What follows belongs to an exercise in optimizing a design on an open flow for small area; a production flow would make more cautious choices.
Only simulation tests tie the RTL to the original design; equivalence was not proved.
Power and IR drop assume default switching activity.

==> inputs of trial 28 <==
## platformer_top
module platformer_top (
    input        CLOCK_50,
    input  [3:0] KEY,
    input  [9:0] SW,
    output [9:0] LEDR,
    output [6:0] HEX0,
    output [6:0] HEX1,
    output [6:0] HEX2,
    output [6:0] HEX3,
    output       VGA_BLANK_N,
    output [7:0] VGA_R,
    output [7:0] VGA_G,
    output [7:0] VGA_B,
    output       VGA_CLK,
    output       VGA_HS,
    output       VGA_VS,
    output       VGA_SYNC_N
);
clock: 20.0 ns
lec_check: 0
cap_margin: 20
core_margin: 2
core_utilization: 40
slew_margin: 20
run.sh (not shown) runs the stock make flow with config.mk's settings and CLKGATE_MAP_FILE= SYNTH_SCRIPT=/design/flow/synth_recipe.tcl, a recipe that flattens the netlist after the stock synthesis.
==> trial 78: changes against trial 28 <==
==> flow/flow/run.sh (new file) <==
#!/bin/bash
# Own flow: the standard layout, except that synthesis maps the logic
# for area (see synth.tcl) and the port buffers are the smallest buffers.  Each tool's output goes
# to a log file of its own in this folder.
set -euo pipefail
WORK=$(pwd)
export OWN_ABC_SCRIPT="$WORK/flow/abc_area.script"

# synthesis: the standard synthesis script with the ABC script swapped
make -C "$FLOW_HOME" DESIGN_CONFIG="$WORK/config.mk" WORK_HOME="$WORK/orfs" \
    CLKGATE_MAP_FILE= SYNTH_SCRIPT="$WORK/flow/synth.tcl" synth > "$WORK/own_synth.log" 2>&1

# floorplan to the final layout: the standard flow, which reuses the
# synthesised netlist above.  Every input and output port still gets a
# buffer, but the smallest buffer cell rather than the default choice.
bash "$WORK/standard.sh" "BUFFER_PORTS_ARGS=-buffer_cell sky130_fd_sc_hd__buf_1" finish \
    > "$WORK/standard_finish.log" 2>&1
==> flow/flow/abc_area.script (new file) <==
&get -n
&st
&dch -f
&nf -R 1000
&st
&dch -f
&nf -R 1000
&st
&dch -f
&nf -R 1000
&st
&dch -f
&nf -R 1000
&st
&dch -f
&nf -R 1000
&put
==> flow/flow/synth.tcl (new file) <==
# The standard synthesis (synth_recipe.tcl), with two changes to how the
# combinational logic is mapped:
#  - extract_fa extracts full adders only, not half adders: half-adder
#    extraction also grabs XOR/AND pairs out of decoders and comparisons,
#    which ABC then cannot optimise;
#  - ABC maps with the area-oriented script in flow/abc_area.script instead
#    of ORFS's speed script (which also buffers and upsizes for timing).
# Everything before, and so every register, its name and its cell, is the
# standard synthesis's.
proc synth {args} { yosys synth -nofsm -noshare {*}$args }
proc abc {args} {
  set i [lsearch $args -script]
  if {$i >= 0} {
    set args [lreplace $args [expr {$i + 1}] [expr {$i + 1}] $::env(OWN_ABC_SCRIPT)]
  }
  yosys abc {*}$args
}
proc extract_fa {args} { yosys extract_fa -fa {*}$args }
source $::env(SCRIPTS_DIR)/synth.tcl
# left out here: clear keep_hierarchy, flatten, clean up, hide names made inside functions, write 1_2_yosys.v
==> flow/standard.sh (new file) <==
#!/bin/bash
# synth_recipe.tcl (not shown) runs the flow's synth.tcl, then flattens the netlist and writes it again
# the make line also repeats each setting of config.mk as NAME=value (left out here)
make -C /OpenROAD-flow-scripts/flow DESIGN_CONFIG=/design/flow/config.mk WORK_HOME=/design/flow/orfs CLKGATE_MAP_FILE= SYNTH_SCRIPT=/design/flow/synth_recipe.tcl "${@:-finish}"
removed: flow/run.sh
==> run notes <==
Trial 78 ran to the end with no violations. Trial 28 finished clean.
Register-to-register slack: trial 28 is better than trial 78 (0.86 ns).
Against trial 78, the clock power of trial 28 is larger by about 3%.
Of trial 78 and trial 28, trial 78 has the higher sequential power (gap about 2%, measured against trial 28).
In trial 78 the worst hold slack is higher than in trial 28, by 0.010 ns.
Of trial 28 and trial 78, trial 78 has the higher combinational power (gap 75%, measured against trial 78).
Critical path depth is the same in trial 78 and trial 28.
Sequential share of layout area: trial 78 is higher than trial 28 (3.6 points).
Global-route usage: trial 28 is lower than trial 78 (2.2 points).
In trial 28 the area after synthesis is higher than in trial 78, by 15%.
==> figures <==
Proportion of power drawn by the clock network: trial 28 0.512; trial 78 0.486
Number of core rows: trial 28 69; trial 78 64
Distinct cell type count of the synthesized netlist: trial 28 103; trial 78 64
Min-Delay Startpoint: trial 28 tick_counter[9]; trial 78 tick_counter[6]
Via count of the first global-routing pass: trial 28 12209; trial 78 11613
Final estimated routing congestion in global placement: trial 28 0.9096; trial 78 0.9420
Status: trial 28 no timing/DRC/antenna violations; trial 78 no timing/DRC/antenna violations
Global routing met1 resource utilization: trial 28 0.3203; trial 78 0.3544
Fraction of met3 tracks used by global routing: trial 28 0.04175; trial 78 0.03690
Data arrival, critical path: trial 28 11.66 ns; trial 78 11.63 ns
Synth Area in Simple Gates: trial 28 0.1895; trial 78 0.2558
Relative area of non-clock buffer cells in the final design: trial 28 0.05502; trial 78 0.02828
Met2 wire length: trial 28 19320 um; trial 78 18170 um
Flip-flop and latch power: trial 28 0.307 mW; trial 78 0.312 mW
DRT iter0 DRCs: trial 28 1326; trial 78 1328
Sequential share of the synthesized area: trial 28 0.2681; trial 78 0.3081
Clock network area share: trial 28 0.03782; trial 78 0.04073
Most frequent standard cell in the layout excluding fill and tap cells: trial 28 nor2_1; trial 78 nand2_1
Area share of fa/ha/maj cells after synthesis: trial 28 0.2187; trial 78 0.1320
CTS clock-pin slew for the worst setup and hold paths: trial 28 0.06 ns; trial 78 0.07 ns

==> inputs of v37 <==
platformer_top, a different RTL version from the one above (not shown whole).
Settings: LEC_CHECK=0, CAP_MARGIN=20, CORE_MARGIN=2, CORE_UTILIZATION=40, SLEW_MARGIN=20; clock period 20.0 ns.
standard.sh (not shown) runs the stock make flow with config.mk's settings and CLKGATE_MAP_FILE= SYNTH_SCRIPT=/design/flow/synth_recipe.tcl, a recipe that flattens the netlist after the stock synthesis.
==> flow/flow/run.sh <==
#!/bin/bash
# Own flow: the standard layout, except that synthesis maps the logic
# for area (see synth.tcl) and the port buffers are the smallest buffers.  Each tool's output goes
# to a log file of its own in this folder.
set -euo pipefail
WORK=$(pwd)
export OWN_ABC_SCRIPT="$WORK/flow/abc_area.script"

# synthesis: the standard synthesis script with the ABC script swapped
make -C "$FLOW_HOME" DESIGN_CONFIG="$WORK/config.mk" WORK_HOME="$WORK/orfs" \
    CLKGATE_MAP_FILE= SYNTH_SCRIPT="$WORK/flow/synth.tcl" synth > "$WORK/own_synth.log" 2>&1

# floorplan to the final layout: the standard flow, which reuses the
# synthesised netlist above.  Every input and output port still gets a
# buffer, but the smallest buffer cell rather than the default choice.
bash "$WORK/standard.sh" "BUFFER_PORTS_ARGS=-buffer_cell sky130_fd_sc_hd__buf_1" finish \
    > "$WORK/standard_finish.log" 2>&1
==> flow/flow/abc_area.script <==
&get -n
&st
&dch -f
&nf -R 1000
&st
&dch -f
&nf -R 1000
&st
&dch -f
&nf -R 1000
&st
&dch -f
&nf -R 1000
&st
&dch -f
&nf -R 1000
&put
==> flow/flow/synth.tcl <==
# The standard synthesis (synth_recipe.tcl), with two changes to how the
# combinational logic is mapped:
#  - extract_fa extracts full adders only, not half adders: half-adder
#    extraction also grabs XOR/AND pairs out of decoders and comparisons,
#    which ABC then cannot optimise;
#  - ABC maps with the area-oriented script in flow/abc_area.script instead
#    of ORFS's speed script (which also buffers and upsizes for timing).
# Everything before, and so every register, its name and its cell, is the
# standard synthesis's.
proc synth {args} { yosys synth -nofsm -noshare {*}$args }
proc abc {args} {
  set i [lsearch $args -script]
  if {$i >= 0} {
    set args [lreplace $args [expr {$i + 1}] [expr {$i + 1}] $::env(OWN_ABC_SCRIPT)]
  }
  yosys abc {*}$args
}
proc extract_fa {args} { yosys extract_fa -fa {*}$args }
source $::env(SCRIPTS_DIR)/synth.tcl
# left out here: clear keep_hierarchy, flatten, clean up, hide names made inside functions, write 1_2_yosys.v
==> v6: changes against v37 <==
--- a/flow/design.v
+++ b/flow/design.v
@@ -113,20 +113,20 @@
     wire [4:0] a3  = plat(x, y, 160,  212,  208,  212, 160, 164, 240, 255, 1);   
     wire [4:0] a4  = plat(x, y, 226,  272,  268,  272, 226, 228, 220, 380, 0);   
     wire [4:0] a5  = plat(x, y, 316,  382,  380,  382, 316, 320, 360, 380, 0);   
     wire [4:0] a6  = plat(x, y, 364,  430,  428,  430, 364, 368, 295, 310, 1);   
     wire [4:0] a7  = plat(x, y, 332,  382,  380,  382, 332, 334, 230, 245, 1);   
     wire [4:0] a8  = plat(x, y, 356,  430,  428,  430, 356, 358, 165, 180, 1);   
     wire [4:0] a9  = plat(x, y, 460,  550,  548,  550, 460, 464, 190, 240, 1);   
     wire [4:0] a10 = plat(x, y, 526, 1024, 1024, 1024, 526, 528, 360, 380, 0);   
-    wire [4:0] b0  = plat(x, y,   0,  100,   96,  100,   0,   0, 400, 480, 0);   
-    wire [4:0] b1  = plat(x, y, 184,  300,  298,  300, 184, 188, 400, 480, 0);   
-    wire [4:0] b2  = plat(x, y, 384,  502,  500,  502, 384, 388, 400, 480, 0);   
-    wire [4:0] b3  = plat(x, y, 536, 1024, 1024, 1024, 536, 538, 400, 480, 0);   
+    wire [4:0] b0  = plat(x, y,   0,  100,   96,  100,   0,   0, 400, 511, 0);   
+    wire [4:0] b1  = plat(x, y, 184,  300,  298,  300, 184, 188, 400, 511, 0);   
+    wire [4:0] b2  = plat(x, y, 384,  502,  500,  502, 384, 388, 400, 511, 0);   
+    wire [4:0] b3  = plat(x, y, 536, 1024, 1024, 1024, 536, 538, 400, 511, 0);   
     wire [4:0] b4  = plat(x, y, 106,  180,  178,  180, 106, 108, 370, 385, 1);   
     wire [4:0] b5  = plat(x, y, 334,  400,  396,  400, 334, 336, 350, 365, 1);   
     wire [4:0] oa = a0 | a1 | a2 | a3 | a4 | a5 | a6 | a7 | a8 | a9 | a10;
     wire [4:0] ob = b0 | b1 | b2 | b3 | b4 | b5;
     wire [4:0] o  = level ? ob : oa;
     assign on_ground      = o[4];
     assign hit_ceiling    = o[3];
     assign hit_left_wall  = o[2];
@@ -160,17 +160,17 @@
             for (i = 0; i < 6; i = i + 1) begin
                 inc6[i] = a[i] ^ c;
                 c = a[i] & c;
             end
         end
     endfunction
     wire [9:0] feet = {inc6(y[9:4]), y[3:0]};
     wire rising_lava_hit = lava_on && ge(x, 10'd256) && !ge(x, 10'd310) &&
-                           ge(feet, lava_top) && ge(10'd479, y);
+                           ge(feet, lava_top);
     wire in_water = ge(y, 10'd384) &&
                     ((ge(x, 10'd100) && !ge(x, 10'd184)) || (ge(x, 10'd300) && !ge(x, 10'd384)) || (ge(x, 10'd502) && !ge(x, 10'd536)));
     assign in_lava = level ? in_water
                            : ((ge(y, 10'd364) && !on_ground) || rising_lava_hit || hit_lava_wall);
 endmodule
 module player_physics (
     input  wire       clk,
     input  wire       rst,
@@ -180,17 +180,17 @@
     input  wire       move_right,
     input  wire       jump,
     input  wire       on_ground,
     input  wire [9:0] land_y,
     input  wire       hit_ceiling,
     input  wire       hit_left_wall,
     input  wire       hit_right_wall,
     output reg  [9:0] player_x,
-    output reg  [9:0] player_y,
+    output wire [9:0] player_y,
     output reg        jump_landed_pulse
 );
     function ge;
         input [9:0] a, b;
         integer i;
         reg r;
         begin
             r = 1'b1;
@@ -206,16 +206,18 @@
         begin
             c = 1'b0;
             for (i = 0; i < 10; i = i + 1) begin
                 add10[i] = a[i] ^ b[i] ^ c;
                 c = (a[i] & b[i]) | (c & (a[i] ^ b[i]));
             end
         end
     endfunction
+    reg [8:0] py;
+    assign player_y = {1'b0, py};
     reg [4:0] vy;           
     reg       was_in_air;
     wire run      = game_tick && !freeze;
     wire go_left  = move_left && !move_right && !hit_left_wall && ge(player_x, 10'd4);
     wire go_right = move_right && !move_left && !hit_right_wall && !ge(player_x, 10'd622);
     wire [9:0] x_step = (run && go_left) ? 10'h3FD : (run && go_right) ? 10'd3 : 10'd0;
     wire       jumping = jump && on_ground;
     wire       landing = on_ground && !jumping;
@@ -223,23 +225,23 @@
     wire [4:0] vy_fall = (vy_inc == 5'd9) ? 5'd8 : vy_inc;
     wire       stop_up = !on_ground && hit_ceiling && vy_fall[4];
     wire [4:0] dy      = jumping ? 5'b10101 : vy_fall;    
     wire       y_moves = run && !landing && !stop_up;
     wire [9:0] y_move  = add10(player_y, y_moves ? {{5{dy[4]}}, dy} : 10'd0);
     always @(posedge clk or negedge rst) begin
         if (!rst) begin
             player_x          <= 10'd20;
-            player_y          <= 10'd344;
+            py                <= 9'd344;
             vy                <= 5'd0;
             was_in_air        <= 1'b0;
             jump_landed_pulse <= 1'b0;
         end else begin
             player_x <= add10(player_x, x_step);
-            player_y <= (run && landing) ? land_y : y_move;
+            py       <= (run && landing) ? land_y[8:0] : y_move[8:0];
             if (game_tick) begin
                 jump_landed_pulse <= run && landing && was_in_air;
                 if (!freeze) begin
                     vy <= y_moves ? dy : 5'd0;
                     if (jumping)
                         was_in_air <= 1'b1;
                     else if (landing)
                         was_in_air <= 1'b0;
@@ -545,55 +547,35 @@
                 (inr(x, 350, 400) && inr(y, 350, 365)))
                 c = C_BROWN;
             if (in_enemy) c = C_ENEMY;
             if (in_proj) c = C_PROJ;
             if (inr(x, 10, 60) && inr(y, 395, 400)) c = C_GOLD;
         end
         if (in_player && figure) c = C_PLAYER;
     end
-    reg [23:0] t;
+    reg [23:0] p;
     always @(*) begin
-        case ({game_over ? 2'd1 : game_win ? 2'd2 : 2'd0, c})
-            {2'd0, 4'd0}: t = 24'hC0C0C0;    
-            {2'd0, 4'd1}: t = 24'h505050;    
-            {2'd0, 4'd2}: t = 24'hFF4500;    
-            {2'd0, 4'd3}: t = 24'hFFD700;    
-            {2'd0, 4'd4}: t = 24'h0000FF;    
-            {2'd0, 4'd5}: t = 24'hFF6600;    
-            {2'd0, 4'd6}: t = 24'h964B00;    
-            {2'd0, 4'd7}: t = 24'h3CB043;    
-            {2'd0, 4'd8}: t = 24'h00AFFF;    
-            {2'd0, 4'd9}: t = 24'hFF00FF;    
-            {2'd0, 4'd10}: t = 24'hFFFFFF;    
-            {2'd1, 4'd0}: t = 24'hE06060;    
-            {2'd1, 4'd1}: t = 24'h702828;    
-            {2'd1, 4'd2}: t = 24'hFF2200;    
-            {2'd1, 4'd3}: t = 24'hFF6B00;    
-            {2'd1, 4'd4}: t = 24'h60007F;    
-            {2'd1, 4'd5}: t = 24'hFF3300;    
-            {2'd1, 4'd6}: t = 24'hF62500;    
-            {2'd1, 4'd7}: t = 24'h7C5821;    
-            {2'd1, 4'd8}: t = 24'h60577F;    
-            {2'd1, 4'd9}: t = 24'hFF007F;    
-            {2'd1, 4'd10}: t = 24'hFF7F7F;    
-            {2'd2, 4'd0}: t = 24'hF0E0C0;    
-            {2'd2, 4'd1}: t = 24'h707050;    
-            {2'd2, 4'd2}: t = 24'hFF6500;    
-            {2'd2, 4'd3}: t = 24'hFFF700;    
-            {2'd2, 4'd4}: t = 24'h3020FF;    
-            {2'd2, 4'd5}: t = 24'hFF6600;    
-            {2'd2, 4'd6}: t = 24'hB66B00;    
-            {2'd2, 4'd7}: t = 24'h3CB043;    
-            {2'd2, 4'd8}: t = 24'h30AFFF;    
-            {2'd2, 4'd9}: t = 24'hFF20FF;    
-            {2'd2, 4'd10}: t = 24'hFFFFFF;    
-            default: t = 24'bx;
+        case (c)
+            C_LIGHT: p = 24'hC0C0C0;
+            C_DARK: p = 24'h505050;
+            C_LAVA: p = 24'hFF4500;
+            C_GOLD: p = 24'hFFD700;
+            C_PLAYER: p = 24'h0000FF;
+            C_WALL: p = 24'hFF6600;
+            C_BROWN: p = 24'h964B00;
+            C_GRASS: p = 24'h3CB043;
+            C_WATER: p = 24'h00AFFF;
+            C_ENEMY: p = 24'hFF00FF;
+            C_PROJ: p = 24'hFFFFFF;
+            default: p = 24'bx;
         endcase
     end
+    wire [23:0] t = game_over ? {p[23:16] | 8'h60, 1'b0, p[15:9], 1'b0, p[7:1]} :
+                    game_win  ? (p | 24'h302000) : p;
     assign VGA_R = t[23:16];
     assign VGA_G = t[15:8];
     assign VGA_B = t[7:0];
 endmodule
 module platformer_top (
     input        CLOCK_50,
     input  [3:0] KEY,
     input  [9:0] SW,
==> flow/flow/abc_area.script (replaced) <==
&get -n
&st
&dc2
&dch -f
&nf -R 1000
&st
&dc2
&dch -f
&nf -R 1000
&st
&dc2
&dch -f
&nf -R 1000
&st
&dc2
&dch -f
&nf -R 1000
&st
&dc2
&dch -f
&nf -R 1000
&put
Settings changed: CORE_UTILIZATION 40 to 65, CTS_BUF_LIST set to sky130_fd_sc_hd__clkbuf_8, CTS_CLUSTER_DIAMETER set to 250, CTS_CLUSTER_SIZE set to 60, GPL_TIMING_DRIVEN set to 0.
==> v10: changes against v37 <==
--- a/flow/design.v
+++ b/flow/design.v
@@ -113,20 +113,20 @@
     wire [4:0] a3  = plat(x, y, 160,  212,  208,  212, 160, 164, 240, 255, 1);   
     wire [4:0] a4  = plat(x, y, 226,  272,  268,  272, 226, 228, 220, 380, 0);   
     wire [4:0] a5  = plat(x, y, 316,  382,  380,  382, 316, 320, 360, 380, 0);   
     wire [4:0] a6  = plat(x, y, 364,  430,  428,  430, 364, 368, 295, 310, 1);   
     wire [4:0] a7  = plat(x, y, 332,  382,  380,  382, 332, 334, 230, 245, 1);   
     wire [4:0] a8  = plat(x, y, 356,  430,  428,  430, 356, 358, 165, 180, 1);   
     wire [4:0] a9  = plat(x, y, 460,  550,  548,  550, 460, 464, 190, 240, 1);   
     wire [4:0] a10 = plat(x, y, 526, 1024, 1024, 1024, 526, 528, 360, 380, 0);   
-    wire [4:0] b0  = plat(x, y,   0,  100,   96,  100,   0,   0, 400, 480, 0);   
-    wire [4:0] b1  = plat(x, y, 184,  300,  298,  300, 184, 188, 400, 480, 0);   
-    wire [4:0] b2  = plat(x, y, 384,  502,  500,  502, 384, 388, 400, 480, 0);   
-    wire [4:0] b3  = plat(x, y, 536, 1024, 1024, 1024, 536, 538, 400, 480, 0);   
+    wire [4:0] b0  = plat(x, y,   0,  100,   96,  100,   0,   0, 400, 511, 0);   
+    wire [4:0] b1  = plat(x, y, 184,  300,  298,  300, 184, 188, 400, 511, 0);   
+    wire [4:0] b2  = plat(x, y, 384,  502,  500,  502, 384, 388, 400, 511, 0);   
+    wire [4:0] b3  = plat(x, y, 536, 1024, 1024, 1024, 536, 538, 400, 511, 0);   
     wire [4:0] b4  = plat(x, y, 106,  180,  178,  180, 106, 108, 370, 385, 1);   
     wire [4:0] b5  = plat(x, y, 334,  400,  396,  400, 334, 336, 350, 365, 1);   
     wire [4:0] oa = a0 | a1 | a2 | a3 | a4 | a5 | a6 | a7 | a8 | a9 | a10;
     wire [4:0] ob = b0 | b1 | b2 | b3 | b4 | b5;
     wire [4:0] o  = level ? ob : oa;
     assign on_ground      = o[4];
     assign hit_ceiling    = o[3];
     assign hit_left_wall  = o[2];
@@ -160,17 +160,17 @@
             for (i = 0; i < 6; i = i + 1) begin
                 inc6[i] = a[i] ^ c;
                 c = a[i] & c;
             end
         end
     endfunction
     wire [9:0] feet = {inc6(y[9:4]), y[3:0]};
     wire rising_lava_hit = lava_on && ge(x, 10'd256) && !ge(x, 10'd310) &&
-                           ge(feet, lava_top) && ge(10'd479, y);
+                           ge(feet, lava_top);
     wire in_water = ge(y, 10'd384) &&
                     ((ge(x, 10'd100) && !ge(x, 10'd184)) || (ge(x, 10'd300) && !ge(x, 10'd384)) || (ge(x, 10'd502) && !ge(x, 10'd536)));
     assign in_lava = level ? in_water
                            : ((ge(y, 10'd364) && !on_ground) || rising_lava_hit || hit_lava_wall);
 endmodule
 module player_physics (
     input  wire       clk,
     input  wire       rst,
@@ -180,17 +180,17 @@
     input  wire       move_right,
     input  wire       jump,
     input  wire       on_ground,
     input  wire [9:0] land_y,
     input  wire       hit_ceiling,
     input  wire       hit_left_wall,
     input  wire       hit_right_wall,
     output reg  [9:0] player_x,
-    output reg  [9:0] player_y,
+    output wire [9:0] player_y,
     output reg        jump_landed_pulse
 );
     function ge;
         input [9:0] a, b;
         integer i;
         reg r;
         begin
             r = 1'b1;
@@ -206,16 +206,18 @@
         begin
             c = 1'b0;
             for (i = 0; i < 10; i = i + 1) begin
                 add10[i] = a[i] ^ b[i] ^ c;
                 c = (a[i] & b[i]) | (c & (a[i] ^ b[i]));
             end
         end
     endfunction
+    reg [8:0] py;
+    assign player_y = {1'b0, py};
     reg [4:0] vy;           
     reg       was_in_air;
     wire run      = game_tick && !freeze;
     wire go_left  = move_left && !move_right && !hit_left_wall && ge(player_x, 10'd4);
     wire go_right = move_right && !move_left && !hit_right_wall && !ge(player_x, 10'd622);
     wire [9:0] x_step = (run && go_left) ? 10'h3FD : (run && go_right) ? 10'd3 : 10'd0;
     wire       jumping = jump && on_ground;
     wire       landing = on_ground && !jumping;
@@ -223,23 +225,23 @@
     wire [4:0] vy_fall = (vy_inc == 5'd9) ? 5'd8 : vy_inc;
     wire       stop_up = !on_ground && hit_ceiling && vy_fall[4];
     wire [4:0] dy      = jumping ? 5'b10101 : vy_fall;    
     wire       y_moves = run && !landing && !stop_up;
     wire [9:0] y_move  = add10(player_y, y_moves ? {{5{dy[4]}}, dy} : 10'd0);
     always @(posedge clk or negedge rst) begin
         if (!rst) begin
             player_x          <= 10'd20;
-            player_y          <= 10'd344;
+            py                <= 9'd344;
             vy                <= 5'd0;
             was_in_air        <= 1'b0;
             jump_landed_pulse <= 1'b0;
         end else begin
             player_x <= add10(player_x, x_step);
-            player_y <= (run && landing) ? land_y : y_move;
+            py       <= (run && landing) ? land_y[8:0] : y_move[8:0];
             if (game_tick) begin
                 jump_landed_pulse <= run && landing && was_in_air;
                 if (!freeze) begin
                     vy <= y_moves ? dy : 5'd0;
                     if (jumping)
                         was_in_air <= 1'b1;
                     else if (landing)
                         was_in_air <= 1'b0;
@@ -545,55 +547,35 @@
                 (inr(x, 350, 400) && inr(y, 350, 365)))
                 c = C_BROWN;
             if (in_enemy) c = C_ENEMY;
             if (in_proj) c = C_PROJ;
             if (inr(x, 10, 60) && inr(y, 395, 400)) c = C_GOLD;
         end
         if (in_player && figure) c = C_PLAYER;
     end
-    reg [23:0] t;
+    reg [23:0] p;
     always @(*) begin
-        case ({game_over ? 2'd1 : game_win ? 2'd2 : 2'd0, c})
-            {2'd0, 4'd0}: t = 24'hC0C0C0;    
-            {2'd0, 4'd1}: t = 24'h505050;    
-            {2'd0, 4'd2}: t = 24'hFF4500;    
-            {2'd0, 4'd3}: t = 24'hFFD700;    
-            {2'd0, 4'd4}: t = 24'h0000FF;    
-            {2'd0, 4'd5}: t = 24'hFF6600;    
-            {2'd0, 4'd6}: t = 24'h964B00;    
-            {2'd0, 4'd7}: t = 24'h3CB043;    
-            {2'd0, 4'd8}: t = 24'h00AFFF;    
-            {2'd0, 4'd9}: t = 24'hFF00FF;    
-            {2'd0, 4'd10}: t = 24'hFFFFFF;    
-            {2'd1, 4'd0}: t = 24'hE06060;    
-            {2'd1, 4'd1}: t = 24'h702828;    
-            {2'd1, 4'd2}: t = 24'hFF2200;    
-            {2'd1, 4'd3}: t = 24'hFF6B00;    
-            {2'd1, 4'd4}: t = 24'h60007F;    
-            {2'd1, 4'd5}: t = 24'hFF3300;    
-            {2'd1, 4'd6}: t = 24'hF62500;    
-            {2'd1, 4'd7}: t = 24'h7C5821;    
-            {2'd1, 4'd8}: t = 24'h60577F;    
-            {2'd1, 4'd9}: t = 24'hFF007F;    
-            {2'd1, 4'd10}: t = 24'hFF7F7F;    
-            {2'd2, 4'd0}: t = 24'hF0E0C0;    
-            {2'd2, 4'd1}: t = 24'h707050;    
-            {2'd2, 4'd2}: t = 24'hFF6500;    
-            {2'd2, 4'd3}: t = 24'hFFF700;    
-            {2'd2, 4'd4}: t = 24'h3020FF;    
-            {2'd2, 4'd5}: t = 24'hFF6600;    
-            {2'd2, 4'd6}: t = 24'hB66B00;    
-            {2'd2, 4'd7}: t = 24'h3CB043;    
-            {2'd2, 4'd8}: t = 24'h30AFFF;    
-            {2'd2, 4'd9}: t = 24'hFF20FF;    
-            {2'd2, 4'd10}: t = 24'hFFFFFF;    
-            default: t = 24'bx;
+        case (c)
+            C_LIGHT: p = 24'hC0C0C0;
+            C_DARK: p = 24'h505050;
+            C_LAVA: p = 24'hFF4500;
+            C_GOLD: p = 24'hFFD700;
+            C_PLAYER: p = 24'h0000FF;
+            C_WALL: p = 24'hFF6600;
+            C_BROWN: p = 24'h964B00;
+            C_GRASS: p = 24'h3CB043;
+            C_WATER: p = 24'h00AFFF;
+            C_ENEMY: p = 24'hFF00FF;
+            C_PROJ: p = 24'hFFFFFF;
+            default: p = 24'bx;
         endcase
     end
+    wire [23:0] t = game_over ? {p[23:16] | 8'h60, 1'b0, p[15:9], 1'b0, p[7:1]} :
+                    game_win  ? (p | 24'h302000) : p;
     assign VGA_R = t[23:16];
     assign VGA_G = t[15:8];
     assign VGA_B = t[7:0];
 endmodule
 module platformer_top (
     input        CLOCK_50,
     input  [3:0] KEY,
     input  [9:0] SW,
--- a/flow/flow/run.sh
+++ b/flow/flow/run.sh
@@ -8,10 +8,14 @@
 
 # synthesis: the standard synthesis script with the ABC script swapped
 make -C "$FLOW_HOME" DESIGN_CONFIG="$WORK/config.mk" WORK_HOME="$WORK/orfs" \
     CLKGATE_MAP_FILE= SYNTH_SCRIPT="$WORK/flow/synth.tcl" synth > "$WORK/own_synth.log" 2>&1
 
 # floorplan to the final layout: the standard flow, which reuses the
 # synthesised netlist above.  Every input and output port still gets a
 # buffer, but the smallest buffer cell rather than the default choice.
+# Clock tree: the standard flow's options (sink clustering, repair of the clock nets),
+# with 8x clock buffers and without the dummy loads CTS would add to
+# balance the leaf nets.
+export CTS_ARGS="-sink_clustering_enable -repair_clock_nets -dont_use_dummy_load -buf_list sky130_fd_sc_hd__clkbuf_8 -sink_clustering_size 40 -sink_clustering_max_diameter 200"
 bash "$WORK/standard.sh" "BUFFER_PORTS_ARGS=-buffer_cell sky130_fd_sc_hd__buf_1" finish \
     > "$WORK/standard_finish.log" 2>&1
==> flow/flow/abc_area.script (replaced) <==
&get -n
&st
&dc2
&dch -f
&nf -R 1000
&st
&dc2
&dch -f
&nf -R 1000
&st
&dc2
&dch -f
&nf -R 1000
&st
&dc2
&dch -f
&nf -R 1000
&st
&dc2
&dch -f
&nf -R 1000
&put
Settings changed: CAP_MARGIN 20 to 5, GPL_TIMING_DRIVEN set to 0, SLEW_MARGIN 20 to 5.
==> notes <==
v10 finished clean. v6 completed with no timing, DRC or antenna violations. v37 finished clean.
Die area: v37 > v10 > v6.
Clock power, lowest first: v10, v6, v37.
Setup slack: v6 is worse than v37 (0.35 ns).
Power: v10 < v6 < v37.
Final cell count: v6 < v10 < v37.
Via count: v37 > v6 > v10.
In v6 the clock-buffer cell count is lower than in v37, by 2.
Between v6 and v37, the lower maximum frequency is in v6 (gap about 2.2%, measured against v37).
Register-to-register slack: v6 is lower than v37 (0.55 ns).
Synthesized cell count is the same in v6 and v10.
==> figures <==
Share of final-layout standard cells stronger than drive strength 1: v10 3.135%; v6 4.224%; v37 4.702%
Power dissipated by switching net loads: v10 0.1027 mW; v6 0.1390 mW; v37 0.1407 mW
Area occupied by registers: v10 3298 um2; v6 3299 um2; v37 3323 um2
Routed wire length per instance: v10 19.86 um; v6 20.82 um; v37 20.53 um
Reported sequential group power: v10 0.262 mW; v6 0.262 mW; v37 0.264 mW
Post-DP HPWL: v10 27860 um; v6 26770 um; v37 30580 um
Outcome: v10 complete, no violations; v6 complete, no violations; v37 complete, no violations
Clock group share of total power: v10 39.0%; v6 45.9%; v37 55.6%
Wire length of the first global-routing pass: v10 59830 um; v6 56840 um; v37 65120 um
Die area: v10 30020 um2; v6 18710 um2; v37 30760 um2
Non-clock buffer count: v10 80; v6 81; v37 94
Final estimated routing congestion in global placement: v10 0.9497; v6 1.011; v37 1.004
Post-Syn Area: v10 11460 um2; v6 11460 um2; v37 11750 um2
Levels on crit path: v10 38; v6 38; v37 39
Multi-In Gates: v10 1192; v6 1192; v37 1249
Final-layout clock-cell area share: v10 1.863%; v6 3.197%; v37 4.627%
Overall Power: v10 0.4409 mW; v6 0.4964 mW; v37 0.6073 mW
Cell Area, Placed: v10 12320 um2; v6 12120 um2; v37 12690 um2
Number of synthesized register bits: v10 127; v6 127; v37 128
Initial cell density of the core: v10 40.91%; v6 66.25%; v37 40.82%
Die H: v10 173.3 um; v6 136.8 um; v37 175.4 um

-- afterwards: timing with drivers on the ports --
The flow's constraints put no driver on any port. The routed layouts listed below were extracted and timed again, unchanged, in two steps. Step 1 sets driving cells, clkbuf_16 on the clock port and buf_2 on the other inputs (assumed; they add their load-dependent delay and slew). Step 2 adds t to the input delays and takes it off the output delays; t is the mean of the earliest and latest rising clock arrival at the registers after step 1. Input paths then give back, and output paths get back, about the clock's delay inside the block. a / b / c = ideal / step 1 / step 2; a / b = the first two.
run | t, ns | setup slack, ns | worst data-port slew with drivers (ns)
trial 28 | 0.494 | 4.341 / 4.286 / 4.780 | 0.03
trial 78 | 0.498 | 4.375 / 4.326 / 4.825 | 0.05
v37 | 0.482 | 4.250 / 4.202 / 4.685 | 0.03
v6 | 0.513 | 3.896 / 3.855 / 4.368 | 0.03
v10 | 0.503 | 3.764 / 3.720 / 4.223 | 0.03
After both steps every run listed still meets setup and hold.
